Source: an optimization exercise on an open RTL-to-GDS flow (aim: small area and a short achievable clock period). Production flows keep margins and buffers that such runs may drop. RTL that was checked went through simulation tests only; none was proved equivalent to the original. For runs 1, 2 and 4 to 7, only the layout was checked, not whether the RTL still works. Power figures rest on the tool's default switching activity, not on a simulated workload.

==> flow/design.v <==
`timescale 1ns / 1ps
module entropy_encode_dc_coefficients #(parameter ADDER = 0) (
	input clk,
	input reset_n,
	input in_valid,
	input in_first,
	input [15:0] DcCoeff,
	output out_valid,
	output [31:0] codeword,
	output [5:0] codeword_length
);
reg first_pending;
wire is_first = in_first | first_pending;
reg [15:0] x1;
always @(posedge clk) begin
	if (!reset_n) first_pending <= 1'b1;
	else if (in_valid) first_pending <= 1'b0;
	if (in_valid) x1 <= DcCoeff;
end
wire [15:0] pp = ~(DcCoeff ^ (x1 & {16{~is_first}}));
wire f1 = is_first;
wire v1 = in_valid;
wire [15:0] xin = DcCoeff;
reg        sgn;       
wire [15:0] gg = ~pp & (xin ^ {16{sgn & ~is_first}});
wire        eq = &pp;                                    
wire [15:0] g0 = {gg[15:1], gg[0] | pp[0]};
wire [16:0] c;
assign c[0] = 1'b1;
genvar b;
generate
	if (ADDER == 1) begin : g_ripple
		for (b = 0; b < 16; b = b + 1) begin : g_r
			assign c[b+1] = g0[b] | (pp[b] & c[b]);
		end
	end else begin : g_sklansky
		wire [15:0] G0 = g0, P0 = pp;
		wire [15:0] G1, P1, G2, P2, G3, P3, G4, P4;
		for (b = 0; b < 16; b = b + 1) begin : g_l0
			if (b & 1) begin : g_node
				assign G1[b] = G0[b] | (P0[b] & G0[((b >> 0) << 0) - 1]);
				assign P1[b] = P0[b] & P0[((b >> 0) << 0) - 1];
			end else begin : g_pass
				assign G1[b] = G0[b];
				assign P1[b] = P0[b];
			end
		end
		for (b = 0; b < 16; b = b + 1) begin : g_l1
			if (b & 2) begin : g_node
				assign G2[b] = G1[b] | (P1[b] & G1[((b >> 1) << 1) - 1]);
				assign P2[b] = P1[b] & P1[((b >> 1) << 1) - 1];
			end else begin : g_pass
				assign G2[b] = G1[b];
				assign P2[b] = P1[b];
			end
		end
		for (b = 0; b < 16; b = b + 1) begin : g_l2
			if (b & 4) begin : g_node
				assign G3[b] = G2[b] | (P2[b] & G2[((b >> 2) << 2) - 1]);
				assign P3[b] = P2[b] & P2[((b >> 2) << 2) - 1];
			end else begin : g_pass
				assign G3[b] = G2[b];
				assign P3[b] = P2[b];
			end
		end
		for (b = 0; b < 16; b = b + 1) begin : g_l3
			if (b & 8) begin : g_node
				assign G4[b] = G3[b] | (P3[b] & G3[((b >> 3) << 3) - 1]);
				assign P4[b] = P3[b] & P3[((b >> 3) << 3) - 1];
			end else begin : g_pass
				assign G4[b] = G3[b];
				assign P4[b] = P3[b];
			end
		end
		assign c[16:1] = G4;
	end
endgenerate
wire [15:0] e = pp ^ c[15:0];
wire        e16 = pp[15] ^ c[16];
wire [16:0] m = {e ^ {16{e16}}, e16};
wire d_neg = sgn ? (~e16 & ~eq) : e16;
always @(posedge clk) begin
	if (in_valid & is_first) sgn <= 1'b0;
	else if (v1) sgn <= d_neg & ~f1;
end
reg [16:0] m2;
reg        v2, f2;
reg [1:0]  cls;    
always @(posedge clk) begin
	if (!reset_n) v2 <= 1'b0;
	else v2 <= in_valid;
	m2 <= m;
	f2 <= f1;
end
wire [1:0] mcls = (m2 == 17'd0) ? 2'd0 :
                  (m2 <= 17'd2) ? 2'd1 :
                  (m2 <= 17'd4) ? 2'd2 : 2'd3;
always @(posedge clk) begin
	if (v2) cls <= f2 ? 2'd3 : mcls;
end
wire cF = f2;
wire c0 = ~f2 & (cls == 2'd0);
wire c1 = ~f2 & (cls == 2'd1);
wire c2 = ~f2 & (cls == 2'd2);
wire c3 = ~f2 & (cls == 2'd3);
wire mlt4 = (m2[16:2] == 15'd0);      
wire [17:0] lowk;     
assign lowk = cF ? 18'h1f : c1 ? 18'h1 : c3 ? 18'h7 : 18'h0;
wire [16:0] mm = m2 | lowk[16:0];
wire [17:0] cin;      
assign cin[0] = 1'b1;
genvar j;
generate for (j = 1; j < 18; j = j + 1) begin : g_carry
	assign cin[j] = &mm[j-1:0];
end endgenerate
wire inc = ~c2;
wire [17:0] s;
assign s[16:0] = m2 ^ (cin[16:0] & ~lowk[16:0] & {17{inc}});
assign s[17] = inc & cin[17];
wire [17:0] cw = {s[17:3], s[2] | (c2 & mlt4), s[1:0]};
wire [16:0] w = m2 | {12'b0, cF, cF, cF | c3 | c2, cF | c3, cF | c3 | c1};
wire all1 = inc & w[0] & (&(~w[16:1] | w[15:0]));
wire [3:0] nz = {|w[15:12], |w[11:8], |w[7:4], |w[3:0]};
wire [1:0] hi = {nz[3] | nz[2], nz[3] | (~nz[2] & nz[1])};
wire [3:0] nib = nz[3] ? w[15:12] : nz[2] ? w[11:8] : nz[1] ? w[7:4] : w[3:0];
wire [1:0] lo = {nib[3] | nib[2], nib[3] | (~nib[2] & nib[1])};
wire [4:0] flw = w[16] ? 5'd16 : {1'b0, hi, lo};
wire [1:0] sh = cF ? 2'd2 : (c3 | (c2 & mlt4)) ? 2'd1 : 2'd0;
wire [4:0] half = flw + {4'b0, all1} - {3'b0, sh};
wire [5:0] len = {half, c0 | (c2 & mlt4)};
reg        v3;
reg [17:0] cw3;
reg [5:0]  len3;
always @(posedge clk) begin
	if (!reset_n) v3 <= 1'b0;
	else v3 <= v2;
	cw3 <= cw;
	len3 <= len;
end
assign out_valid = v3;
assign codeword = {14'h0, cw3};
assign codeword_length = len3;
endmodule
==> flow/flow/run.sh <==
#!/bin/bash
# The standard layout with two changes:
#  - the input and output ports are buffered with plain buffers instead of
#    the delay buffers buffer_ports picks by default;
#  - synthesis leaves adders to ABC instead of mapping them to full/half-adder
#    cells first (ADDER_MAP_FILE empty); registers are unchanged.
# make's full output goes to make.log in the work folder; ORFS keeps each
# tool's log under orfs/logs/.
set -euo pipefail
cd "$(dirname "$0")/.."
bash standard.sh "BUFFER_PORTS_ARGS=-buffer_cell sky130_fd_sc_hd__buf_2" "ADDER_MAP_FILE=" finish > make.log 2>&1
==> flow/standard.sh <==
#!/bin/bash
# synth_recipe.tcl (not shown) runs the flow's synth.tcl, then flattens the netlist and writes it again
# the make line also repeats each setting of config.mk as NAME=value (left out here)
make -C /OpenROAD-flow-scripts/flow DESIGN_CONFIG=/design/flow/config.mk WORK_HOME=/design/flow/orfs CLKGATE_MAP_FILE= SYNTH_SCRIPT=/design/flow/synth_recipe.tcl "${@:-finish}"
==> flow/config.mk <==
export PLATFORM = sky130hd
export DESIGN_NAME = entropy_encode_dc_coefficients
export DESIGN_NICKNAME = entropy_encode_dc_coefficients
export VERILOG_FILES = /design/flow/design.v
export SDC_FILE = /design/flow/constraint.sdc
export NUM_CORES = 4
export LEC_CHECK = 0
export ABC_AREA = 1
export CAP_MARGIN = 20
export CORE_MARGIN = 2
export CORE_UTILIZATION = 65
export CTS_CLUSTER_DIAMETER = 200
export CTS_CLUSTER_SIZE = 50
export SETUP_SLACK_MARGIN = 2.7
export SLEW_MARGIN = 20
==> flow/constraint.sdc <==
create_clock -name core_clock -period 5.0 [get_ports {clk}]
set_input_delay 1.0000 -clock core_clock [delete_from_list [all_inputs] [get_ports {clk}]]
set_output_delay 1.0000 -clock core_clock [all_outputs]
set_load 0.01 [all_outputs]
==> summary.txt, run 1 <==
- Leading area contributor after synthesis: dfxtp_1
- Reg clk slew, reported paths: 80 ps
- RSZ-0062 raised after global routing: true
- Largest net degree at the start of global routing: 19
- Largest family of logic cells by synthesized area: simple AND/OR/NAND/NOR gates
- Clock sinks: 64
- Antenna Cells: 0
- WL/cell: 14.6 um
- Fin cells: 697
- Grt met2 use: 0.466
- Residual DRC: 0
- Leakage: 2.39 nW
- Gr ovfl total: 0
- GRT Max-Usage Layer: met2
- Slowest-stage cell, CP: xor2_2
- GR Util met3: 0.0422
- Mapped Area: 0.00386 mm2
- Gr usage total: 0.269
- CP top delay family: simple AND/OR/NAND/NOR gates
- Sw frac: 0.394
- WP data arrival: 3040 ps
- Synth Area in Adders: 0
- Syn avg cell area: 7.10 um2
- Slew HR: 0.641
- Pwr Density: 372 mW/mm2
- Synth Instances: 544
- Int Pwr: 1.08 mW
- Multi-input logic area: 0.00237 mm2
- Number of global-route vias before repair: 3154
- Via density: 5.38
- CP Data Required Time: 5240 ps
- Fill cells: 364
- Die Footprint: 0.00658 mm2
- Sequential Area: 0.00147 mm2
- Post-synth top area share: 0.238
- Crit path capture type: register
- Post-synthesis simple-gate area fraction: 0.351
- Vias: 3751
- CTS H-Tree Depth: 3
- Seq/Total Area, Yosys: 0.378
- Hold-fix buffers, CTS: 0
- Fin Clk Skew: 9.87 ps
- Yosys reg bits: 64
- Mux cell area share after synthesis: 0
- Die Y: 81.1 um
- CTS buffer count: 9
- Layout area overhead: 24.2%
- Final cycle utilization of the critical path: 0.559
- Initial DRC count: 235
- Clock buffer depth: 2
- Max Slew Vio Count: 0
- Most frequent cells in the layout: nand2_1, inv_1, dfxtp_1
- Clock network power share: 0.221
- Max Clk Rate: 0.358 GHz
- Core Box Area: 0.00582 mm2
- Effective utilization at floorplan: 0.664
- Gp weighted congestion: 0.888
- Tmin final: 2790 ps
- Most common cell after layout, fill and taps aside: nand2_1
- Combinational power share: 0.366
- DRT antenna net count: 0
- Max-cap violation count: 0
- Final setup violating endpoints: 0
- Worst slew pin tran: 538 ps
- Layout cells sized above 1: 0.285
- Xor and xnor fraction of the mapped netlist area: 0.0978
- Final wirelength: 10.2 mm
- Num ports: 59
- Root buf cell: clkbuf_8
- Net Sw Power: 0.705 mW
- Final hold violation count: 0
- Die span in x: 81.1 um
- Skew-Pair Late Insertion Delay: 360 ps
- Total Neg Setup Slack: 0 ps
- Hold WC Path Type: reg2reg
- 1st-pass router iterations: 5
- Buffers and inverters on the worst path: 4
- Port bufs: 44
- Synth Warn #: 1
- Antenna violations before repair: 0
- Post-synthesis compound-gate area fraction: 0.0635
- Startpoint Class: input port
- Peak supply drop: 0.317 mV
- Core Rows: 28
- Final HPWL DP: 5.82 mm
- Critical path peak fanout: 8
- Outcome: complete, no violations
- CTS tree: yes
- CP Cell Sequence: buf_12 > nor2_4 > buf_12 > buf_4 > nand2_1 > xor2_2 > nor2_1 > o21ai_1 > o21ai_1 > a21oi_4 > nand2_8 > nand2_8 > nand2_8 > buf_4 > nand2_1 > nand2_1
- Wire length of the first global-routing pass: 13.5 mm
- Ranking of synthesized cells by area: dfxtp_1, nand2_1, edfxtp_1
- Flop pwr share: 0.413
- Final #Nets: 637
- Synth unique cells: 43
- Dpl cells: 656
- Critical path class: in2reg
- GR Layer Usage met1: 0.305
- Max stage delay on crit path: 250 ps
## final timing paths
check           startpoint     end  slack, ps  cells after the start
max               in_first  m2[14]       2210                     16
min                     v2      v3        480                      2
max reg2reg  first_pending  m2[14]       2400                     15
min reg2reg             v2      v3        480                      2
## worst min-delay path, delay by kind of cell (launching register included)
| kind | cells | cell delay [ps] |
|---|---|---|
| DFF | 1 | 340 |
| and+or+nand+nor | 1 | 70 |
| buffers and inverters | 1 | 30 |
## kinds of logic (layout without fill, tap and decap cells)
group / after synthesis / after routing
buf+inv: 87 / 150
compound gates: 44 / 44
other cells: 1 / 14
flops: 64 / 64
simple gates: 310 / 312
xor+xnor: 38 / 38
## cells in the mapped netlist (all sizes together)
| cell | n |
|---|---|
| nand3b | 5 |
| nand2 | 187 |
| a211oi | 2 |
| edfxtp | 18 |
| nand3 | 37 |
| inv | 65 |
| xnor2 | 4 |
| conb | 1 |
| dfxtp | 46 |
| a31oi | 1 |
| or2 | 10 |
| buf | 18 |
| o21ai | 21 |
| clkinv | 2 |
| o22ai | 2 |
| nor3 | 6 |
| nor2 | 55 |
| clkbuf | 2 |
| nand4 | 7 |
| nor4 | 3 |
| o21bai | 2 |
| xor2 | 34 |
| a21boi | 1 |
| a21oi | 13 |
| o211ai | 2 |
## routing by layer
metal / vias up / part of all wire
met5: - / 0
met4: 0 / 0.047
met2: 187 / 0.50
met1: 1680 / 0.39
li1: 1839 / -
met3: 45 / 0.061
## sequential cells by signal, indices dropped and copies added (netlist names), 2 cells and up
name and count:
cw3 18, cls 2, len3 6, m2 17, x1 16
## per-stage QoR
| step | hold slack [ps] | util | total power, mW | setup slack (ps) | cell area (um2) |
|---|---|---|---|---|---|
| 2_1_floorplan | 438 | - | 1.14 | 2320 | 3940 |
| 3_3_place_gp | 457 | 0.702 | 1.27 | 1760 | 4080 |
| 3_5_place_dp | 484 | 0.702 | 1.28 | 1650 | 4080 |
| 4_1_cts | 493 | 0.765 | 1.69 | 2410 | 4450 |
| 5_1_grt | 511 | 0.825 | 1.89 | 2120 | 4800 |
| 6_report | 484 | 0.825 | 1.79 | 2210 | 4800 |
## repair_timing
item | 4_1_cts | 5_1_grt
setup buffers | 9 | 14
pin swaps | 21 | 20
resized for setup | 29 | 55
gates cloned | 2 | 0
setup endpoints to repair | 20 | 27
## area by class of cell
cell class / instances / share of cell area
multi-input combinational: 408 / 0.493
timing repair buffer: 67 / 0.0918
tap: 75 / 0.0196
clock inverter: 6 / 0.00730
clock buffer: 10 / 0.0266
inverter: 67 / 0.0560
sequential: 64 / 0.305
## power by group through the flow
| stage | Sequential (mW) | Clock, mW | Combinational, mW |
|---|---|---|---|
| finish | 0.738 | 0.394 | 0.655 |
| global route | 0.751 | 0.415 | 0.721 |
| floorplan | 0.768 | 0 | 0.370 |
| detailed placement | 0.742 | 0 | 0.543 |
| global placement | 0.740 | 0 | 0.532 |
| CTS | 0.732 | 0.389 | 0.573 |
==> run 2, diff against run 1 <==
--- a/flow/config.mk
+++ b/flow/config.mk
@@ -12,4 +12,4 @@
 export CTS_CLUSTER_DIAMETER = 200
 export CTS_CLUSTER_SIZE = 50
-export SETUP_SLACK_MARGIN = 2.7
+export SETUP_SLACK_MARGIN = 2.5
 export SLEW_MARGIN = 20
==> summary.txt, run 2 <==
- Outcome: complete, no violations
- WP data arrival: 3120 ps
- Antenna violations before repair: 0
- CTS tree: yes
- Crit path capture type: register
- Effective utilization at floorplan: 0.664
- Max reg flops: 18
- Peak supply drop: 0.284 mV
- CP Launch Point: in_first
- Vias: 4387
- Critical path peak fanout: 8
- CP Data Required Time: 5260 ps
- 1st-pass router iterations: 6
- Hold WC Path Type: reg2reg
- Number of global-route vias before repair: 3376
- Core Box Area: 0.00582 mm2
- Final wirelength: 13.7 mm
- Total Power: 2.02 mW
- Fin Clk Skew: 14.1 ps
- Mapped Area: 0.00386 mm2
- Hold path cells: 1
- Most frequent cell after synthesis: nand2_1
- Final HPWL DP: 6.00 mm
- Largest net degree at the start of global routing: 19
- Most common cell after layout, fill and taps aside: nand2_1
- Top reg by flops: cw3
- CTS H-Tree Depth: 3
- DRT antenna net count: 0
- Layout area overhead: 33.0%
- R2r endpoint: m2[14]
- Reg2reg start: first_pending
- Ranking of synthesized cells by area: dfxtp_1, nand2_1, edfxtp_1
- Critical path class: in2reg
- Final hold violation count: 0
- Leading area contributor after synthesis: dfxtp_1
- Antenna Cells: 0
- Die Footprint: 0.00658 mm2
- Syn avg cell area: 7.10 um2
- Port bufs: 44
- Die Y: 81.1 um
- Layout cells sized above 1: 0.323
- RSZ-0062 raised after global routing: true
- Residual DRC: 0
- Gr usage total: 0.304
- Synth unique cells: 43
- Post-synth top area share: 0.238
- Leakage: 2.53 nW
- Final #Nets: 652
- Hold-fix buffers, CTS: 0
- Reg clk slew, reported paths: 80 ps
- Endpoint of the worst hold path: cw3[15]
- Utilization after layout: 0.884
- Hold_sp: m2[15]
- Synth Warn #: 1
- Number of synthesized flops with an enable pin: 18
- Core Rows: 28
- Root buf cell: clkbuf_8
- Slew HR: 0.637
- Final cycle utilization of the critical path: 0.572
- Worst slew pin tran: 539 ps
- Seq/Total Area, Yosys: 0.378
- CTS buffer count: 9
- Cells on worst reg2reg path: 14
- Hold_ws: 535 ps
- Num ports: 59
- Skew-Pair Late Insertion Delay: 370 ps
- Final setup violating endpoints: 0
- Max-cap violation count: 0
- Wire length of the first global-routing pass: 15.2 mm
- Tmin final: 2860 ps
- Yosys reg bits: 64
- Most frequent cells after synthesis: nand2_1, inv_1, nor2_1
- Synth Instances: 544
- Total Neg Setup Slack: 0 ps
- Via density: 6.16
- Leading registers by flop count: cw3 x18, m2 x17, x1 x16
- Startpoint Class: input port
- WL/cell: 19.2 um
- Gr ovfl total: 0
- Ys flop type: dfxtp_1
- Most frequent cells in the layout: nand2_1, inv_1, dfxtp_1
- Clock buffer depth: 2
- Max Slew Vio Count: 0
- Pwr Density: 394 mW/mm2
- Max Clk Rate: 0.350 GHz
- Initial DRC count: 451
- Fill cells: 268
- Clock sinks: 64
- FFs w/ async S/R, synth: 0
- Gp weighted congestion: 0.883
- Die span in x: 81.1 um
- Flop-to-flop setup slack: 2220 ps
## run 2: cell types whose count changed in the layout (fill, tap and decap cells not counted), sizes merged
| cell | before | now |
|---|---|---|
| buf | 67 | 81 |
| clkbuf | 10 | 12 |
| clkinv | 7 | 5 |
| bufinv | 0 | 1 |
| clkinvlp | 2 | 1 |
| nor2 | 56 | 57 |
## run 2: worst max-delay path, cell delays in order
cell and delay (ps):
buf_12 100, nor2_4 40, buf_12 170, nand2_8 130, buf_8 150, buf_4 120
o21ai_1 100, o21ai_2 220, nand2_4 110, o21ai_0 430, nand2_1 160, nand2_1 150
nand2_1 80, nand2_1 100, nand2_1 60
## run 2: kinds of logic after synthesis
| logic type | share of synthesized area |
|---|---|
| simple gates | 0.351 |
| buf+inv | 0.108 |
| flops | 0.378 |
| compound gates | 0.0635 |
| xor+xnor | 0.0978 |
| other cells | 0.000971 |
## run 2: metal layers
metal,vias up,GRT usage,part of all wire
met2,441,0.542,0.47
met5,-,0,0
met4,0,0.153,0.075
li1,1863,-,-
met3,132,0.0578,0.11
met1,1951,0.346,0.34
## run 2: power breakdown
part / internal, mW / switching, mW
registers: 0.660 / 0.0819
logic: 0.263 / 0.457
clock network: 0.323 / 0.238
total: 1.25 / 0.777
## run 2: repair_timing
action	CTS	global route
gates cloned	3	0
endpoints found under the setup margin	18	25
pin swaps	27	38
endpoints found under the hold margin	0	0
buffers inserted	13	24
gates resized for setup	33	90
## run 2: cell type report
cell class	instances	area (um2)	share of cell area
Clock buffer	12	199	0.0387
Clock inverter	4	52.6	0.0102
Sequential cell	64	1470	0.285
Tap cell	75	93.8	0.0183
Timing Repair Buffer	81	548	0.107
Inverter	67	280	0.0545
Multi-Input combinational cell	409	2500	0.487
## run 2: how the worst max path moves through the flow
stage	to	slack [ps]	depth (start not counted)
finish	m2[14]	2140	15
global route	m2[14]	2040	15
CTS	sgn	2420	20
detailed placement	sgn	1660	17
global placement	m2[15]	1750	16
floorplan	m2[7]	2320	15
## run 2: stage by stage
stage	worst slack [ps]	cell area (um2)	cells
after floorplan	2320	3940	557
after global placement	1750	4080	656
after detailed placement	1660	4080	656
after CTS	2420	4600	688
after global routing	2040	5140	712
final	2140	5140	712
==> run 3, diff against run 2 <==
--- a/flow/design.v
+++ b/flow/design.v
@@ -13,15 +13,20 @@
 wire is_first = in_first | first_pending;
 reg [15:0] x1;
+reg [15:0] pp;        
+reg        v1, f1;
 always @(posedge clk) begin
-	if (!reset_n) first_pending <= 1'b1;
-	else if (in_valid) first_pending <= 1'b0;
+	if (!reset_n) begin
+		first_pending <= 1'b1;
+		v1 <= 1'b0;
+	end else begin
+		if (in_valid) first_pending <= 1'b0;
+		v1 <= in_valid;
+	end
 	if (in_valid) x1 <= DcCoeff;
+	pp <= ~(DcCoeff ^ (x1 & {16{~is_first}}));
+	f1 <= is_first;
 end
-wire [15:0] pp = ~(DcCoeff ^ (x1 & {16{~is_first}}));
-wire f1 = is_first;
-wire v1 = in_valid;
-wire [15:0] xin = DcCoeff;
 reg        sgn;       
-wire [15:0] gg = ~pp & (xin ^ {16{sgn & ~is_first}});
+wire [15:0] gg = ~pp & (x1 ^ {16{sgn}});
 wire        eq = &pp;                                    
 wire [15:0] g0 = {gg[15:1], gg[0] | pp[0]};
@@ -89,5 +94,5 @@
 always @(posedge clk) begin
 	if (!reset_n) v2 <= 1'b0;
-	else v2 <= in_valid;
+	else v2 <= v1;
 	m2 <= m;
 	f2 <= f1;
==> flow/flow/run.sh (replaced) <==
#!/bin/bash
# The standard layout with these changes:
#  - the input and output ports are buffered with plain buffers instead of
#    the delay buffers buffer_ports picks by default;
#  - synthesis leaves adders to ABC instead of mapping them to full/half-adder
#    cells first (ADDER_MAP_FILE empty);
#  - ABC's area script skips its upsize pass (ORFS's scripts are copied into
#    the work folder and only abc_area.script is changed); the layout's own
#    timing repair sizes the cells instead. Registers are unchanged.
# make's full output goes to make.log in the work folder; ORFS keeps each
# tool's log under orfs/logs/.
set -euo pipefail
cd "$(dirname "$0")/.."
rm -rf scripts_local
cp -r "$FLOW_HOME/scripts" scripts_local
printf 'strash\ndch\nmap -B 0.9\ntopo\nstime -c\nbuffer -c\ndnsize -c\n' > scripts_local/abc_area.script
bash standard.sh "SCRIPTS_DIR=$PWD/scripts_local" "BUFFER_PORTS_ARGS=-buffer_cell sky130_fd_sc_hd__buf_2" "ADDER_MAP_FILE=" finish > make.log 2>&1
--- a/flow/config.mk
+++ b/flow/config.mk
@@ -12,4 +12,4 @@
 export CTS_CLUSTER_DIAMETER = 200
 export CTS_CLUSTER_SIZE = 50
-export SETUP_SLACK_MARGIN = 2.5
+export SETUP_SLACK_MARGIN = 2.85
 export SLEW_MARGIN = 20
==> summary.txt, run 3 <==
- Multi-input logic area: 0.00198 mm2
- CTS buffer count: 9
- DRT antenna net count: 0
- Most frequent cells after synthesis: nand2_1, dfxtp_1, inv_1, xor2_1, nor2_1
- Max Clk Rate: 0.486 GHz
- Max-cap violation count: 0
- Outcome: complete, no violations
- Vias: 3229
- Wire length of the first global-routing pass: 11.7 mm
- Max Slew Vio Count: 0
- CTS H-Tree Depth: 3
- Critical path peak fanout: 14
- Yosys reg bits: 82
- Syn avg cell area: 8.04 um2
- Initial DRC count: 154
- Ys flop type: dfxtp_1
- Startpoint Class: register
- Clock buffer depth: 2
- RSZ-0062 raised after global routing: false
- Leakage: 2.22 nW
- Reg clk slew, reported paths: 80 ps
- Num ports: 59
- Root buf cell: clkbuf_8
- Via density: 5.08
- Leading registers by flop count: cw3 x18, m2 x17
- Fin Clk Skew: 10.8 ps
- Largest net degree at the start of global routing: 19
- FFs w/ async S/R, synth: 0
- Utilization after layout: 0.795
- CP Launch Point: sgn
- Mapped Area: 0.00394 mm2
- WL/cell: 12.1 um
- Gp weighted congestion: 0.839
- Crit path capture type: register
- Worst slew pin tran: 703 ps
- Port bufs: 44
- Effective utilization at floorplan: 0.670
- Final #Nets: 576
- Flop-to-flop setup slack: 2940 ps
- Total Power: 2.24 mW
- Hold_ws: 346 ps
- Core Rows: 28
- Final cycle utilization of the critical path: 0.411
- CP Data Required Time: 5230 ps
- Die Footprint: 0.00670 mm2
- Synth Warn #: 1
- Most frequent cells in the layout: nand2_1, dfxtp_1, xor2_1
- 1st-pass router iterations: 4
- Antenna Cells: 0
- Layout area overhead: 18.8%
- Clock sinks: 82
- Number of synthesized flops with an enable pin: 18
- Final hold violation count: 0
- Gr ovfl total: 0
- Sequential Area: 0.00183 mm2
- R2r endpoint: m2[11]
- Total Neg Setup Slack: 0 ps
- Seq/Total Area, Yosys: 0.462
- Final HPWL DP: 5.42 mm
- Die Y: 81.9 um
- Hold WC Path Type: reg2reg
- Antenna violations before repair: 0
- Synth Instances: 490
- Synth unique cells: 31
- Most frequent cell after synthesis: nand2_1
- Pwr Density: 479 mW/mm2
- Cells on worst reg2reg path: 12
- Top reg by flops: cw3
- Final setup violating endpoints: 0
- Max reg flops: 18
- Post-synth top area share: 0.325
- Fill cells: 439
- Number of global-route vias before repair: 2925
- Peak supply drop: 0.358 mV
- Slew HR: 0.531
- Tmin final: 2060 ps
- Residual DRC: 0
- Gr usage total: 0.232
- Ranking of synthesized cells by area: dfxtp_1, edfxtp_1, xor2_1
- WP data arrival: 2290 ps
- Reg2reg start: sgn
- Die span in x: 81.9 um
- Final wirelength: 7.68 mm
- Skew-Pair Late Insertion Delay: 360 ps
- CP Capture Point: m2[11]
- Leading area contributor after synthesis: dfxtp_1
- CTS tree: yes
- Layout cells sized above 1: 0.226
- Core Box Area: 0.00589 mm2
- Most common cell after layout, fill and taps aside: nand2_1
- Critical path class: reg2reg
-- run 3: cell count changes in the layout (fill, tap and decap cells not counted), moves of 8 or more --
cell	delta
buf_4	-14
nand2_4	-9
nand2_8	-8
inv_1	-10
xor2_2	-11
xor2_1	+33
xnor2_1	+9
nand3_1	-9
dfxtp_1	+13
nand2_2	-20
nand2_1	-30
-- run 3: layout make-up --
type	count	share of cell area
clock buffers	10	0.0273
clock inverters	6	0.0174
inverters	55	0.0441
multi-input cells	346	0.423
flip-flops and latches	82	0.392
well taps	75	0.0200
repair buffers	62	0.0767
-- run 3: worst min path at each step --
stage               start  to  slack (ps)  cells after the start
finish                 f1  f2         350                      0
global route           f1  f2         350                      0
CTS                    f1  f2         350                      0
detailed placement     f1  f2         340                      0
global placement       f1  f2         340                      0
floorplan              f1  f2         320                      0
-- run 3: repair_timing --
action | in CTS | in global routing
setup endpoints to repair | 21 | 27
hold endpoints to repair | 0 | 0
pin swaps | 1 | 6
gates resized for setup | 8 | 52
setup buffers | 11 | 7
hold buffers | 0 | 0
-- run 3: kinds of logic (layout without fill, tap and decap cells) --
family	after synthesis	count (layout)	synth area share
compound gates	46	46	0.0651
xor+xnor	69	69	0.153
simple gates	217	217	0.230
flops	82	82	0.462
buf+inv	75	133	0.0879
other cells	1	14	0.000951
-- run 3: critical path: stages, from the launching register on --
cell and delay, ps:
dfxtp_4 380, buf_4 160, xnor2_2 130, o21ai_0 130, o21ai_0 120, nand2_1 130, nand2_1 90, nand2_2 120
nand3_2 130, nand3_4 130, nand2_8 100, buf_4 170, xor2_1 150
-- run 3: report_power, final --
group          internal [mW]  switching, mW  leakage (nW)
Combinational          0.307          0.446          1.41
Sequential             0.851          0.126         0.707
Clock                  0.278          0.233         0.104
Total                   1.44          0.805          2.22
-- run 3: per-layer routing --
metal / part of all wire / routed length [um] / track usage
met2: 0.53 / 4060 / 0.431
met1: 0.41 / 3160 / 0.247
met4: 0.013 / 96 / 0.0983
met3: 0.048 / 367 / 0.0571
met5: 0 / 0 / 0
-- run 3: through the flow --
| stage | area (um2) | setup slack, ps | cells |
|---|---|---|---|
| 3_5_place_dp | 4160 | 2100 | 602 |
| 4_1_cts | 4470 | 2840 | 629 |
| 5_1_grt | 4680 | 2820 | 636 |
| 2_1_floorplan | 3990 | 2940 | 503 |
| 6_report | 4680 | 2940 | 636 |
| 3_3_place_gp | 4160 | 2230 | 602 |
==> run 4, diff against run 3 <==
--- a/flow/design.v
+++ b/flow/design.v
@@ -104,34 +104,30 @@
 	if (v2) cls <= f2 ? 2'd3 : mcls;
 end
-wire cF = f2;
-wire c0 = ~f2 & (cls == 2'd0);
-wire c1 = ~f2 & (cls == 2'd1);
-wire c2 = ~f2 & (cls == 2'd2);
-wire c3 = ~f2 & (cls == 2'd3);
-wire mlt4 = (m2[16:2] == 15'd0);      
-wire [17:0] lowk;     
-assign lowk = cF ? 18'h1f : c1 ? 18'h1 : c3 ? 18'h7 : 18'h0;
-wire [16:0] mm = m2 | lowk[16:0];
-wire [17:0] cin;      
-assign cin[0] = 1'b1;
-genvar j;
-generate for (j = 1; j < 18; j = j + 1) begin : g_carry
-	assign cin[j] = &mm[j-1:0];
-end endgenerate
-wire inc = ~c2;
-wire [17:0] s;
-assign s[16:0] = m2 ^ (cin[16:0] & ~lowk[16:0] & {17{inc}});
-assign s[17] = inc & cin[17];
-wire [17:0] cw = {s[17:3], s[2] | (c2 & mlt4), s[1:0]};
-wire [16:0] w = m2 | {12'b0, cF, cF, cF | c3 | c2, cF | c3, cF | c3 | c1};
-wire all1 = inc & w[0] & (&(~w[16:1] | w[15:0]));
-wire [3:0] nz = {|w[15:12], |w[11:8], |w[7:4], |w[3:0]};
-wire [1:0] hi = {nz[3] | nz[2], nz[3] | (~nz[2] & nz[1])};
-wire [3:0] nib = nz[3] ? w[15:12] : nz[2] ? w[11:8] : nz[1] ? w[7:4] : w[3:0];
-wire [1:0] lo = {nib[3] | nib[2], nib[3] | (~nib[2] & nib[1])};
-wire [4:0] flw = w[16] ? 5'd16 : {1'b0, hi, lo};
-wire [1:0] sh = cF ? 2'd2 : (c3 | (c2 & mlt4)) ? 2'd1 : 2'd0;
-wire [4:0] half = flw + {4'b0, all1} - {3'b0, sh};
-wire [5:0] len = {half, c0 | (c2 & mlt4)};
+reg [17:0] add;
+reg signed [3:0] cc;
+always @(*) begin
+	if (f2) begin
+		add = 18'd32; cc = -4'sd4;
+	end else begin
+		case (cls)
+		2'd0: begin add = 18'd1; cc = 4'sd1; end
+		2'd1: begin add = 18'd2; cc = 4'sd0; end
+		2'd2: begin
+			if (m2 < 17'd4) begin add = 18'd4; cc = -4'sd1; end
+			else begin add = 18'd0; cc = 4'sd0; end
+		end
+		default: begin add = 18'd8; cc = -4'sd2; end
+		endcase
+	end
+end
+wire [17:0] s = {1'b0, m2} + add;
+reg [4:0] fl;
+integer i;
+always @(*) begin
+	fl = 5'd0;
+	for (i = 1; i < 18; i = i + 1)
+		if (s[i]) fl = i;
+end
+wire [5:0] len = {fl, 1'b0} + {{2{cc[3]}}, cc};
 reg        v3;
 reg [17:0] cw3;
@@ -140,5 +136,5 @@
 	if (!reset_n) v3 <= 1'b0;
 	else v3 <= v2;
-	cw3 <= cw;
+	cw3 <= s;
 	len3 <= len;
 end
==> flow/flow/run.sh (replaced) <==
#!/bin/bash
# The standard layout with two changes:
#  - the input and output ports are buffered with plain buffers instead of
#    the delay buffers buffer_ports picks by default;
#  - synthesis leaves adders to ABC instead of mapping them to full/half-adder
#    cells first (ADDER_MAP_FILE empty); registers are unchanged.
# make's full output goes to make.log in the work folder; ORFS keeps each
# tool's log under orfs/logs/.
set -euo pipefail
cd "$(dirname "$0")/.."
bash standard.sh "BUFFER_PORTS_ARGS=-buffer_cell sky130_fd_sc_hd__buf_2" "ADDER_MAP_FILE=" finish > make.log 2>&1
--- a/flow/config.mk
+++ b/flow/config.mk
@@ -9,7 +9,5 @@
 export CAP_MARGIN = 20
 export CORE_MARGIN = 2
-export CORE_UTILIZATION = 65
-export CTS_CLUSTER_DIAMETER = 200
-export CTS_CLUSTER_SIZE = 50
-export SETUP_SLACK_MARGIN = 2.85
+export CORE_UTILIZATION = 40
+export SETUP_SLACK_MARGIN = 2.7
 export SLEW_MARGIN = 20
==> summary.txt, run 4 <==
- Number of synthesized flops with an enable pin: 18
- WL/cell: 10.5 um
- Final wirelength: 7.62 mm
- Gr usage total: 0.140
- Die span in x: 104 um
- Synth Warn #: 1
- GR Util met3: 0.0307
- Final #Nets: 607
- Layout cells sized above 1: 0.389
- Hold WC Path Type: reg2reg
- WP data arrival: 2950 ps
- Max Clk Rate: 0.370 GHz
- Root buf cell: clkbuf_8
- Top reg by flops: cw3
- Startpoint Class: register
- Yosys reg bits: 82
- Port bufs: 44
- Most frequent cells after synthesis: nand2_1, dfxtp_1, inv_1
- Worst slew pin tran: 688 ps
- Final HPWL DP: 5.12 mm
- Via density: 4.37
- Most frequent cell after synthesis: nand2_1
- R2r endpoint: len3[5]
- Peak supply drop: 0.202 mV
- Residual DRC: 0
- Most numerous cell on the critical path: nand2_1
- Max stage delay on crit path: 340 ps
- Num ports: 59
- CTS tree: yes
- Gr ovfl total: 0
- Most frequent cells in the layout: nand2_1, dfxtp_1, inv_1
- FFs w/ async S/R, synth: 0
- Hold path cells: 0
- Die Y: 104 um
- Ranking of synthesized cells by area: dfxtp_1, edfxtp_1, nand2_1
- Skew-Pair Late Insertion Delay: 360 ps
- Leading registers by flop count: cw3 x18, m2 x17
- Clock buffer depth: 2
- Max reg flops: 18
- 1st-pass router iterations: 6
- Antenna Cells: 0
- Seq/Total Area, Yosys: 0.452
- Hold_sp: f1
- Synth Instances: 491
- Fin Clk Skew: 12.7 ps
- Total Neg Setup Slack: 0 ps
- Critical path peak fanout: 4
- Clock sinks: 82
- Number of global-route vias before repair: 2972
- Leading area contributor after synthesis: dfxtp_1
- Critical path class: reg2reg
- Gp weighted congestion: 0.823
- GR Layer Usage met1: 0.161
- Effective utilization at floorplan: 0.412
- Max Slew Vio Count: 0
- Post-synth top area share: 0.318
- CTS H-Tree Depth: 3
- Grt met2 use: 0.249
- Most common cell after layout, fill and taps aside: nand2_1
- GRT Max-Usage Layer: met2
- Tmin final: 2700 ps
- RSZ-0062 raised after global routing: true
- CP Data Required Time: 5250 ps
- Largest net degree at the start of global routing: 19
- Antenna violations before repair: 0
- Total Power: 2.40 mW
- Slew HR: 0.541
- Layout area overhead: 30.5%
- Slowest-stage cell, CP: dfxtp_2
- Core Box Area: 0.00977 mm2
- Sequential Area: 0.00185 mm2
- Leakage: 2.45 nW
- Die Footprint: 0.0109 mm2
- Endpoint of the worst hold path: f2
- Synth unique cells: 40
- Wire length of the first global-routing pass: 12.4 mm
- Initial DRC count: 81
- Reg clk slew, reported paths: 80 ps
- DRT antenna net count: 0
- CP Cell Sequence: nor2_4 > nand2_2 > nor2_4 > nand4_4 > nand2_4 > nand2_4 > o21ai_4 > nand3_4 > nor2_4 > inv_2 > nor3_2 > nand2_1 > nand2_1 > nand2_2 > nor2_4 > inv_2 > nor2_4 > nand2_2 > nand2_1 > nor2_1 > nand2_1 > nand2_1 > nand2_1 > nand2_1
- Final setup violating endpoints: 0
- Pwr Density: 457 mW/mm2
- Vias: 3169
- Multi-input logic area: 0.00221 mm2
- Mapped Area: 0.00403 mm2
- Fill cells: 909
- Final hold violation count: 0
- Final cycle utilization of the critical path: 0.540
- Core Rows: 36
- Reg2reg start: m2[12]
- Outcome: complete, no violations
- Ys flop type: dfxtp_1
- Flop-to-flop setup slack: 2300 ps
- Crit path capture type: register
- CTS buffer count: 9
- Cells on worst reg2reg path: 24
- Max-cap violation count: 0
- Hold-fix buffers, CTS: 0
- Syn avg cell area: 8.21 um2
[run 4: cells by family (layout without fill, tap and decap cells)]
kind of cell	count (synthesis)	after routing	share of synthesized area
xor+xnor	61	61	0.133
buf+inv	85	173	0.0941
other cells	1	14	0.000930
simple gates	221	221	0.256
flops	82	82	0.452
mux	1	1	0.00248
compound gates	40	40	0.0618
[run 4: routing by layer]
layer | vias to the layer above | share of wire | wire [um]
li1 | 1689 | - | -
met1 | 1405 | 0.44 | 3330
met2 | 63 | 0.51 | 3920
met3 | 12 | 0.034 | 257
met4 | 0 | 0.016 | 119
met5 | - | 0 | 0
[run 4: area by class of cell]
cell class / count / area share
flip-flops and latches: 82 / 0.352
well taps: 133 / 0.0316
clock buffers: 12 / 0.0276
clock inverters: 4 / 0.00476
inverters: 66 / 0.0480
repair buffers: 91 / 0.116
multi-input cells: 337 / 0.421
[run 4: worst max-delay path, delay by kind of cell (launching register included)]
| family | cells | cell delay [ps] |
|---|---|---|
| flops | 1 | 340 |
| simple gates | 21 | 1930 |
| buf+inv | 2 | 140 |
| compound gates | 1 | 190 |
[run 4: through the flow]
stage	worst slack [ps]	hold WS (ps)	instance area, um2	util	instances
after global routing	2030	357	5260	0.538	725
after floorplan	2530	331	4110	-	504
after CTS	2310	352	4860	0.497	708
after global placement	1850	342	4360	0.446	662
final	2300	350	5260	0.538	725
after detailed placement	1760	346	4360	0.446	662
[run 4: how the worst max path moves through the flow]
| stage | end | slack, ps | from | depth (start not counted) |
|---|---|---|---|---|
| after floorplan | len3[5] | 2530 | m2[12] | 23 |
| after global placement | sgn | 1850 | sgn | 19 |
| after detailed placement | sgn | 1760 | sgn | 19 |
| after CTS | len3[5] | 2310 | m2[11] | 23 |
| after global routing | len3[5] | 2030 | m2[12] | 22 |
| final | len3[5] | 2300 | m2[12] | 24 |
[run 4: repair_timing]
action | CTS | global route
pin swaps | 22 | 27
gates resized for setup | 41 | 70
buffers inserted | 30 | 17
endpoints found under the setup margin | 23 | 23
[run 4: where the power goes]
part	leakage (nW)	switching, mW	internal (mW)	total (mW)
combinational	1.66	0.564	0.454	1.02
clock	0.0872	0.230	0.194	0.424
sequential	0.708	0.102	0.858	0.960
==> run 5, diff against run 4 <==
==> flow/design.v (replaced) <==
`timescale 1ns / 1ps
module entropy_encode_dc_coefficients(
	input clk,
	input reset_n,
	input in_valid,
	input in_first,
	input [15:0] DcCoeff,
	output out_valid,
	output [31:0] codeword,
	output [5:0] codeword_length
);
reg first_pending;
wire is_first = in_first | first_pending;
wire take_first = in_valid & is_first;
reg [15:0] x1;
reg [15:0] prev1;      
reg        sgn1;       
reg        v1, f1;
always @(posedge clk) begin
	if (!reset_n) begin
		first_pending <= 1'b1;
		v1 <= 1'b0;
	end else begin
		if (in_valid) first_pending <= 1'b0;
		v1 <= in_valid;
	end
	x1 <= DcCoeff;
	f1 <= is_first;
end
wire [16:0] xs = {x1[15], x1} ^ {17{sgn1}};
wire [16:0] ps = {prev1[15], prev1} ^ {17{sgn1}};
wire [16:0] e = xs - ps;
wire [16:0] m = {e[15:0] ^ {16{e[16]}}, e[16]};
wire d_neg = $signed(x1) < $signed(prev1);
always @(posedge clk) begin
	if (take_first) begin
		prev1 <= 16'h0;
		sgn1 <= 1'b0;
	end else if (v1) begin
		prev1 <= x1;
		sgn1 <= d_neg & ~f1;
	end
end
reg [16:0] m2;
reg        v2, f2;
reg [1:0]  cls;    
always @(posedge clk) begin
	if (!reset_n) v2 <= 1'b0;
	else v2 <= v1;
	m2 <= m;
	f2 <= f1;
end
wire [1:0] mcls = (m2 == 17'd0) ? 2'd0 :
                  (m2 <= 17'd2) ? 2'd1 :
                  (m2 <= 17'd4) ? 2'd2 : 2'd3;
always @(posedge clk) begin
	if (v2) cls <= f2 ? 2'd3 : mcls;
end
reg [17:0] add;
reg signed [3:0] c;
always @(*) begin
	if (f2) begin
		add = 18'd32; c = -4'sd4;
	end else begin
		case (cls)
		2'd0: begin add = 18'd1; c = 4'sd1; end
		2'd1: begin add = 18'd2; c = 4'sd0; end
		2'd2: begin
			if (m2 < 17'd4) begin add = 18'd4; c = -4'sd1; end
			else begin add = 18'd0; c = 4'sd0; end
		end
		default: begin add = 18'd8; c = -4'sd2; end
		endcase
	end
end
wire [17:0] s = {1'b0, m2} + add;
reg [4:0] fl;
integer i;
always @(*) begin
	fl = 5'd0;
	for (i = 1; i < 18; i = i + 1)
		if (s[i]) fl = i;
end
wire [5:0] len = {fl, 1'b0} + {{2{c[3]}}, c};
reg        v3;
reg [17:0] cw3;
reg [5:0]  len3;
always @(posedge clk) begin
	if (!reset_n) v3 <= 1'b0;
	else v3 <= v2;
	cw3 <= s;
	len3 <= len;
end
assign out_valid = v3;
assign codeword = {14'h0, cw3};
assign codeword_length = len3;
endmodule
==> flow/run.sh (new file) <==
#!/bin/bash
# synth_recipe.tcl (not shown) runs the flow's synth.tcl, then flattens the netlist and writes it again
# the make line also repeats each setting of config.mk as NAME=value (left out here)
make -C /OpenROAD-flow-scripts/flow DESIGN_CONFIG=/design/flow/config.mk WORK_HOME=/design/flow/orfs CLKGATE_MAP_FILE= SYNTH_SCRIPT=/design/flow/synth_recipe.tcl finish
--- a/flow/config.mk
+++ b/flow/config.mk
@@ -6,8 +6,6 @@
 export NUM_CORES = 4
 export LEC_CHECK = 0
-export ABC_AREA = 1
 export CAP_MARGIN = 20
 export CORE_MARGIN = 2
 export CORE_UTILIZATION = 40
-export SETUP_SLACK_MARGIN = 2.7
 export SLEW_MARGIN = 20
removed: flow/flow/run.sh
removed: flow/standard.sh
==> summary.txt, run 5 <==
- Hold_ws: 375 ps
- Num ports: 59
- DRT antenna net count: 0
- Gr usage total: 0.158
- CTS buffer count: 9
- Most frequent cells after synthesis: dfxtp_1, nor2_1, inv_1
- Peak supply drop: 0.145 mV
- Worst slew pin tran: 877 ps
- 1st-pass router iterations: 16
- Clock buffer depth: 2
- Synth Warn #: 1
- Post-CTS sizing: 0
- Yosys reg bits: 82
- Leakage: 2.17 nW
- Max Slew Vio Count: 0
- RSZ-0062 raised after global routing: false
- Ranking of synthesized cells by area: dfxtp_1, ha_1, xnor2_1
- Root buf cell: clkbuf_16
- Outcome: complete, no violations
- Most frequent cell after synthesis: dfxtp_1
- Die Footprint: 0.0128 mm2
- Max Clk Rate: 0.222 GHz
- Final wirelength: 9.53 mm
- Leading registers by flop count: cw3 x18, m2 x17
- Most frequent cells in the layout: dfxtp_1, nor2_1, clkdlybuf4s50_1
- Net Sw Power: 0.867 mW
- WL/cell: 13.2 um
- Sw frac: 0.339
- Startpoint Class: register
- Mapped Area: 0.00475 mm2
- Vias: 3775
- Port bufs: 44
- CP Data Required Time: 5270 ps
- Gr ovfl total: 0
- Layout area overhead: 16.5%
- Clock network power share: 0.256
- Core Rows: 39
- Fin Clk Skew: 6.27 ps
- Seq/Total Area, Yosys: 0.350
- Hold-fix buffers, CTS: 0
- Layout cells sized above 1: 0.0518
- Wire length of the first global-routing pass: 16.5 mm
- Cells on worst reg2reg path: 18
- Skew-Pair Late Insertion Delay: 340 ps
- Synth unique cells: 70
- Tmin final: 4510 ps
- Final #Nets: 623
- Hold WC Path Type: reg2reg
- Core Box Area: 0.0115 mm2
- Hold path cells: 0
- CTS tree: yes
- Post-CTS setup buffers: 0
- Top reg by flops: cw3
- Crit path capture type: register
- Leading area contributor after synthesis: dfxtp_1
- Final HPWL DP: 7.32 mm
- Post-synth top area share: 0.337
- Slew HR: 0.415
- Reg clk slew, reported paths: 60 ps
- Critical path peak fanout: 9
- Number of global-route vias before repair: 3679
- Clock sinks: 82
- Effective utilization at floorplan: 0.413
- Critical path class: reg2reg
- Final cycle utilization of the critical path: 0.903
- Synth Instances: 538
- FFs w/ async S/R, synth: 0
- Total Neg Setup Slack: 0 ps
- Die Y: 113 um
- CTS H-Tree Depth: 3
- Int Pwr: 1.69 mW
- Initial DRC count: 167
- Pwr Density: 461 mW/mm2
- WP data arrival: 4780 ps
- Final setup violating endpoints: 0
- Largest net degree at the start of global routing: 39
- Die span in x: 113 um
- Residual DRC: 0
- Antenna violations before repair: 0
- Number of synthesized flops with an enable pin: 2
- Total Power: 2.55 mW
- Flop pwr share: 0.374
- Syn avg cell area: 8.83 um2
- Final hold violation count: 0
- Gp weighted congestion: 0.848
- Antenna Cells: 0
- Max-cap violation count: 0
- Most common cell after layout, fill and taps aside: dfxtp_1
- Combinational power share: 0.370
- Ys flop type: dfxtp_1
- Via density: 5.23
- Max reg flops: 18
-- run 5: cell types whose count changed in the layout (fill, tap and decap cells not counted), moves of 26 or more --
cell	delta
nand2_2	-32
nor2_1	+26
clkdlybuf4s50_1	+44
buf_4	-39
ha_1	+27
nand2_1	-80
dfxtp_1	+30
buf_2	-44
-- run 5: power by group through the flow --
stage               logic [mW]  registers (mW)  clock network (mW)
floorplan                0.623           0.975                   0
global placement         0.934           0.963                   0
detailed placement       0.944           0.971                   0
CTS                      0.950           0.957               0.678
global route              1.06           0.982               0.709
finish                   0.944           0.956               0.654
-- run 5: through the flow --
step           instance area, um2   util  instances  worst slack, ps
2_1_floorplan                4800      -        551              924
3_3_place_gp                 5240  0.455        706              622
3_5_place_dp                 5240  0.455        706              527
4_1_cts                      5540  0.481        722              491
5_1_grt                      5540  0.481        722             31.0
6_report                     5540  0.481        722              487
-- run 5: layout make-up --
cell class / count / area (um2)
fillers: 1135 / 5980
multi-input cells: 396 / 2800
flip-flops and latches: 82 / 1660
repair buffers: 46 / 455
clock buffers: 10 / 229
well taps: 143 / 179
inverters: 39 / 146
clock inverters: 6 / 67.6
-- run 5: kinds of logic (layout without fill, tap and decap cells) --
| kind of cell | Yosys count | in the layout | synth area share |
|---|---|---|---|
| and+or+nand+nor | 175 | 175 | 0.197 |
| AOI/OAI and AO/OA | 112 | 112 | 0.174 |
| DFF | 82 | 82 | 0.350 |
| buffers and inverters | 73 | 101 | 0.0719 |
| xor gates and xnor gates | 48 | 48 | 0.0885 |
| adders and majority gates | 29 | 29 | 0.0795 |
| muxes | 18 | 18 | 0.0382 |
| other | 1 | 14 | 0.000789 |
-- run 5: worst paths after layout --
| path | from | end | slack [ps] |
|---|---|---|---|
| max | m2[6] | len3[5] | 490 |
| min | f1 | f2 | 380 |
| max reg2reg | m2[6] | len3[5] | 490 |
| min reg2reg | f1 | f2 | 380 |
-- run 5: worst max-delay path, stage by stage (launching register included) --
cell and delay (ps):
dfxtp_1 390, nor4_1 320, nand4_1 200, nor2_1 190
and3_1 180, ha_1 240, nand2b_1 140, a211oi_1 500
or3_1 210, nand2_1 100, a211o_1 290, a221oi_1 280
o211ai_1 120, ha_1 230, fa_1 400, a21o_1 190
a21oi_1 170, xnor2_1 150, xor2_1 140
-- run 5: per-layer routing --
layer | up-vias | global-route usage | wire length (um)
met1 | 1695 | 0.194 | 4340
met3 | 17 | 0.0364 | 426
met2 | 105 | 0.259 | 4560
met4 | 0 | 0.0854 | 202
li1 | 1958 | - | -
met5 | - | 0 | 0
==> run 6, diff against run 5 <==
--- a/flow/config.mk
+++ b/flow/config.mk
@@ -6,4 +6,5 @@
 export NUM_CORES = 4
 export LEC_CHECK = 0
+export ABC_AREA = 1
 export CAP_MARGIN = 20
 export CORE_MARGIN = 2
==> summary.txt, run 6 <==
- Outcome: complete, no violations
- Port bufs: 44
- Wire length of the first global-routing pass: 16.6 mm
- CP Data Required Time: 5230 ps
- Critical path peak fanout: 5
- Synth Warn #: 1
- Post-CTS setup buffers: 0
- Number of synthesized flops with an enable pin: 2
- Largest family of logic cells by synthesized area: simple AND/OR/NAND/NOR gates
- Effective utilization at floorplan: 0.411
- Pwr Density: 444 mW/mm2
- Leading area contributor after synthesis: dfxtp_1
- Max Slew Vio Count: 0
- 1st-pass router iterations: 4
- WL/cell: 10.7 um
- Largest net degree at the start of global routing: 35
- Crit path capture type: register
- Most common cell after layout, fill and taps aside: nand2_1
- Most numerous cell on the critical path: nand2_1
- Hold path cells: 0
- Layout area overhead: 16.7%
- Ys flop type: dfxtp_1
- Number of global-route vias before repair: 3887
- Die Footprint: 0.0127 mm2
- CTS tree: yes
- Residual DRC: 0
- Final cycle utilization of the critical path: 0.830
- FFs w/ async S/R, synth: 0
- Total Neg Setup Slack: 0 ps
- Reg clk slew, reported paths: 60 ps
- Synth Area in Adders: 0.0802
- Final setup violating endpoints: 0
- Gp weighted congestion: 0.842
- Gr usage total: 0.162
- Most frequent cell after synthesis: nand2_1
- CTS buffer count: 9
- Post-synth top area share: 0.340
- Final WS setup: 851 ps
- Leakage: 2.93 nW
- Most frequent cells after synthesis: nand2_1, inv_1, dfxtp_1
- Final #Nets: 780
- Sequential Area: 0.00166 mm2
- Root buf cell: clkbuf_16
- Endpoint of the worst hold path: f2
- Startpoint Class: register
- Reg2reg start: m2[12]
- Antenna violations before repair: 0
- Fin Clk Skew: 8.70 ps
- DRT antenna net count: 0
- Leading registers by flop count: cw3 x18, m2 x17
- Tmin final: 4150 ps
- Total Power: 2.44 mW
- Hold WC Path Type: reg2reg
- CP top delay family: simple AND/OR/NAND/NOR gates
- Post-synthesis simple-gate area fraction: 0.281
- CTS H-Tree Depth: 3
- Buffers and inverters on the worst path: 3
- Place WS: 915 ps
- Final wirelength: 9.39 mm
- Yosys reg bits: 82
- Critical path class: reg2reg
- Multi-input logic area: 0.00243 mm2
- Core Rows: 39
- Max reg flops: 18
- Xor and xnor fraction of the mapped netlist area: 0.0409
- Slew HR: 0.558
- Clock buffer depth: 2
- Cells on worst reg2reg path: 26
- Final instance area: 0.00550 mm2
- Hold_ws: 367 ps
- Hold-fix buffers, CTS: 0
- Die span in x: 113 um
- Max Clk Rate: 0.241 GHz
- Post-CTS sizing: 0
- Mapped Area: 0.00471 mm2
- Layout cells sized above 1: 0.0462
- Flop-to-flop setup slack: 850 ps
- Core Box Area: 0.0115 mm2
- R2r endpoint: len3[5]
- Slowest-stage cell, CP: fa_1
- Ranking of synthesized cells by area: dfxtp_1, nand2_1, inv_1
- Top reg by flops: cw3
- Max-cap violation count: 0
- Via density: 4.57
- Synth Instances: 687
- Area of placed instances: 0.00520 mm2
- Clock sinks: 82
- Post-synthesis compound-gate area fraction: 0.101
- Seq/Total Area, Yosys: 0.353
- Worst slew pin tran: 661 ps
- Gr ovfl total: 0
- Most frequent cells in the layout: nand2_1, inv_1, dfxtp_1
- Antenna Cells: 0
- Peak supply drop: 0.340 mV
- Synth unique cells: 39
- Hold_sp: f1
- Vias: 4017
- Syn avg cell area: 6.86 um2
- Final HPWL DP: 7.43 mm
- WP data arrival: 4380 ps
- Num ports: 59
- Mux cell area share after synthesis: 0
- RSZ-0062 raised after global routing: false
- Fill cells: 1171
- Skew-Pair Late Insertion Delay: 350 ps
- Initial DRC count: 165
- Final hold violation count: 0
- Die Y: 113 um
- Max stage delay on crit path: 410 ps
-- run 6: cell count changes after synthesis, sizes merged, moves of 16 or more --
cell / change
nand2b: -16
xnor2: -31
nand3: +21
nand2: +201
inv: +90
o21ai: +40
mux2i: -17
-- run 6: how the worst max path moves through the flow --
stage,start,to,slack [ps],depth (start not counted)
floorplan,m2[4],len3[5],1420,28
global placement,m2[13],len3[5],1110,22
detailed placement,m2[12],len3[5],920,26
CTS,m2[13],len3[5],890,26
global route,m2[4],len3[5],410,30
finish,m2[12],len3[5],850,26
-- run 6: through the flow --
step            util  instances
2_1_floorplan      -        700
3_3_place_gp   0.454        863
3_5_place_dp   0.454        863
4_1_cts        0.479        879
5_1_grt        0.480        879
6_report       0.480        879
-- run 6: cell families after synthesis --
family                     after synthesis
adders and majority gates               29
other                                    1
AOI/OAI and AO/OA                       84
DFF                                     82
xor gates and xnor gates                22
buffers and inverters                  153
and+or+nand+nor                        316
-- run 6: report_power, final --
part | internal [mW] | total (mW) | switching (mW)
logic | 0.380 | 0.880 | 0.500
registers | 0.812 | 0.904 | 0.0921
clock network | 0.388 | 0.660 | 0.272
total | 1.58 | 2.44 | 0.864
-- run 6: per-layer routing --
metal  vias up  global-route usage  wire [um]
met5         -                   0          0
met4         0              0.0748        214
met3        12              0.0416        349
met2        67               0.286       4520
met1      1751               0.183       4300
li1       2187                   -          -
-- run 6: layout make-up --
type                    instances  area share
clock buffers                  10      0.0416
clock inverters                 6      0.0123
inverters                     129      0.0899
multi-input cells             465       0.441
flip-flops and latches         82       0.302
well taps                     143      0.0325
repair buffers                 44      0.0801
-- run 6: worst reg2reg max path, stage by stage (launching register included) --
cell and delay, ps:
dfxtp_1 360, nor2_1 120, nand4_1 150, nor3_1 210, inv_1 100, nor4_1 280
ha_1 270, inv_1 90, nand2_1 120, nand3_1 110, nand2_1 140, nand4_1 150
nor2_1 220, xor2_1 150, inv_1 80, nand2_1 60, nand2_1 60, nand2_1 50
nand2_1 60, nand2_1 50, ha_1 210, fa_1 410, nand2_1 100, nand2_1 60
a21oi_1 150, xnor2_1 100, xor2_1 170
==> run 7, diff against run 6 <==
--- a/flow/config.mk
+++ b/flow/config.mk
@@ -10,3 +10,4 @@
 export CORE_MARGIN = 2
 export CORE_UTILIZATION = 40
+export SETUP_SLACK_MARGIN = 2.5
 export SLEW_MARGIN = 20
==> summary.txt, run 7 <==
- Cells on worst reg2reg path: 26
- Top reg by flops: cw3
- Final hold violation count: 0
- Xor and xnor fraction of the mapped netlist area: 0.0409
- Yosys reg bits: 82
- WP data arrival: 4000 ps
- Residual DRC: 0
- Combinational power share: 0.407
- Final #Nets: 812
- Synth Area in Adders: 0.0802
- Hold_sp: f1
- Most frequent cells after synthesis: nand2_1, inv_1, dfxtp_1
- Routed metal-1 wirelength: 4.44 mm
- Area of placed instances: 0.00527 mm2
- DRT antenna net count: 0
- Clock buffer depth: 2
- Critical path class: reg2reg
- Reg2reg start: m2[14]
- Top Metal Used: met4
- CP Data Required Time: 5270 ps
- WL met2: 5.24 mm
- Max stage delay on crit path: 380 ps
- Slew HR: 0.517
- Synth Warn #: 1
- CTS H-Tree Depth: 3
- 1st-pass router iterations: 4
- Net Sw Power: 0.962 mW
- Endpoint of the worst hold path: f2
- Synth unique cells: 39
- Largest family of logic cells by synthesized area: simple AND/OR/NAND/NOR gates
- Total Neg Setup Slack: 0 ps
- Most common cell after layout, fill and taps aside: nand2_1
- Final wirelength: 10.3 mm
- Crit path capture type: register
- R2r endpoint: len3[5]
- Worst slew pin tran: 723 ps
- Layout cells sized above 1: 0.165
- Number of synthesized flops with an enable pin: 2
- Wire length of the first global-routing pass: 17.0 mm
- Clock network power share: 0.261
- Max Slew Vio Count: 0
- Most frequent cells in the layout: nand2_1, inv_1, dfxtp_1
- Via density: 4.58
- Initial DRC count: 122
- Number of global-route vias before repair: 3910
- Flop pwr share: 0.332
- Antenna Cells: 0
- FFs w/ async S/R, synth: 0
- Post-synth top area share: 0.340
- Final HPWL DP: 7.39 mm
- Critical path peak fanout: 4
- Max Clk Rate: 0.268 GHz
- Effective utilization at floorplan: 0.411
- Hold-fix buffers, CTS: 0
- RSZ-0062 raised after global routing: true
- Clock sinks: 82
- Slowest-stage cell, CP: fa_2
- Dpl cells: 863
- Final instance area: 0.00608 mm2
- Fin Clk Skew: 4.82 ps
- Layout area overhead: 29.0%
- CTS buffer count: 9
- WL met3: 301 um
- Tmin final: 3730 ps
- Mapped Area: 0.00471 mm2
- Hold path cells: 0
- Hold WC Path Type: reg2reg
- Ys flop type: dfxtp_1
- Leading registers by flop count: cw3 x18, m2 x17
- Core Box Area: 0.0115 mm2
- Sw frac: 0.354
- Final setup violating endpoints: 0
- Die Y: 113 um
- Root buf cell: clkbuf_16
- Port bufs: 44
- Die Footprint: 0.0127 mm2
- Hold_ws: 374 ps
- Syn avg cell area: 6.86 um2
- Leading area contributor after synthesis: dfxtp_1
- Final cycle utilization of the critical path: 0.746
- Pwr Density: 448 mW/mm2
- Mux cell area share after synthesis: 0
- Num ports: 59
- Post-synthesis compound-gate area fraction: 0.101
- Fin cells: 911
- WL/cell: 11.3 um
- Synth Instances: 687
- Post-synthesis simple-gate area fraction: 0.281
- Int Pwr: 1.76 mW
- Gr usage total: 0.166
- Largest net degree at the start of global routing: 35
- Seq/Total Area, Yosys: 0.353
- Most numerous cell on the critical path: nand2_1
- Gr ovfl total: 0
- Flop-to-flop setup slack: 1270 ps
- Gp weighted congestion: 0.822
- Most frequent cell after synthesis: nand2_1
- Skew-Pair Late Insertion Delay: 350 ps
- Startpoint Class: register
- Reg clk slew, reported paths: 60 ps
- Die span in x: 113 um
- Core Rows: 39
- Ranking of synthesized cells by area: dfxtp_1, nand2_1, inv_1
- Leakage: 3.16 nW
- Max reg flops: 18
- CTS tree: yes
- Utilization after layout: 0.530
- Max-cap violation count: 0
- Peak supply drop: 0.345 mV
- Vias: 4174
- Outcome: complete, no violations
- Antenna violations before repair: 0
run 7: worst max path at each step:
stage | startpoint | end | slack [ps]
floorplan | cls[0] | len3[5] | 1570
global placement | m2[13] | len3[5] | 1310
detailed placement | m2[13] | len3[5] | 1180
CTS | m2[3] | len3[5] | 1320
global route | m2[14] | len3[5] | 940
finish | m2[14] | len3[5] | 1270
run 7: power by group through the flow:
stage	Sequential, mW	Combinational [mW]	Clock [mW]
floorplan	0.942	0.579	0
global placement	0.916	0.884	0
detailed placement	0.921	0.896	0
CTS	0.900	1.01	0.735
global route	0.922	1.24	0.761
finish	0.903	1.11	0.711
run 7: what timing repair did:
item | CTS | global route
buffers inserted | 20 | 11
gates cloned | 0 | 1
pin swaps | 11 | 19
endpoints found under the setup margin | 25 | 29
gates resized for setup | 31 | 35
run 7: area by class of cell:
type / instances / area (um2)
clock inverters: 7 / 92.6
flip-flops and latches: 82 / 1690
well taps: 143 / 179
inverters: 129 / 504
multi-input cells: 466 / 2710
clock buffers: 9 / 225
fillers: 1058 / 5390
repair buffers: 75 / 681
run 7: cells by family (layout without fill, tap and decap cells):
group | Yosys count | after routing
AND/OR/NAND/NOR | 316 | 317
flip-flops | 82 | 82
adder cells (fa/ha/maj) | 29 | 29
XOR/XNOR | 22 | 22
AO/OA/AOI/OAI | 84 | 84
buffers and inverters | 153 | 220
other | 1 | 14
run 7: layer usage:
| layer | track usage | up-vias |
|---|---|---|
| li1 | - | 2245 |
| met1 | 0.189 | 1842 |
| met2 | 0.292 | 68 |
| met3 | 0.0302 | 19 |
| met4 | 0.0919 | 0 |
| met5 | 0 | - |
run 7: per-stage QoR:
step	power [mW]	worst slack [ps]
finish	2.72	1270
global route	2.93	938
CTS	2.64	1320
detailed placement	1.82	1180
global placement	1.80	1310
floorplan	1.52	1570
run 7: worst max-delay path: cells and delay by family, from the launching register on:
family,cells,cell delay (ps)
adder cells (fa/ha/maj),3,780
AND/OR/NAND/NOR,17,1790
buffers and inverters,2,140
AO/OA/AOI/OAI,1,140
flip-flops,1,350
XOR/XNOR,3,450

==> re-timing with driven ports <==
The flow's constraints put no driver on any port. The routed layouts listed below were extracted and timed again, unchanged, in two steps. Step 1 (the two cells are an assumption about what drives the block):
set clk [get_ports {clk}]
set_driving_cell -lib_cell sky130_fd_sc_hd__clkbuf_16 $clk
set_driving_cell -lib_cell sky130_fd_sc_hd__buf_2 [delete_from_list [all_inputs] $clk]
Step 2 also shifts input and output timing later by t, the mid clock arrival at the registers, as if the neighbouring blocks saw the same clock. Three values: ideal ports, drivers, drivers and shift; two values: the first two.
run | t, ns | setup slack, ns | clock arrival spread, ns | worst slew at a driven data input, ns | pins driven straight from the clock port
run 1 | 0.385 | 2.206 / 2.185 / 1.800 | 0.010 / 0.010 | 0.07 | 1
run 2 | 0.392 | 2.142 / 2.099 / 1.707 | 0.015 / 0.015 | 0.07 | 1
run 3 | 0.388 | 2.943 / 2.943 / 2.893 | 0.011 / 0.011 | 0.03 | 1
run 4 | 0.379 | 2.299 / 2.299 / 2.299 | 0.017 / 0.017 | 0.03 | 1
run 5 | 0.373 | 0.487 / 0.487 / 0.487 | 0.007 / 0.006 | 0.03 | 1
run 6 | 0.388 | 0.851 / 0.851 / 0.851 | 0.009 / 0.008 | 0.03 | 1
run 7 | 0.387 | 1.272 / 1.272 / 1.272 | 0.005 / 0.006 | 0.03 | 1
After both steps every run listed still meets setup and hold. For run 2, which loses most, drivers alone change the setup slack by -0.043 ns; drivers and shift together by -0.435 ns.
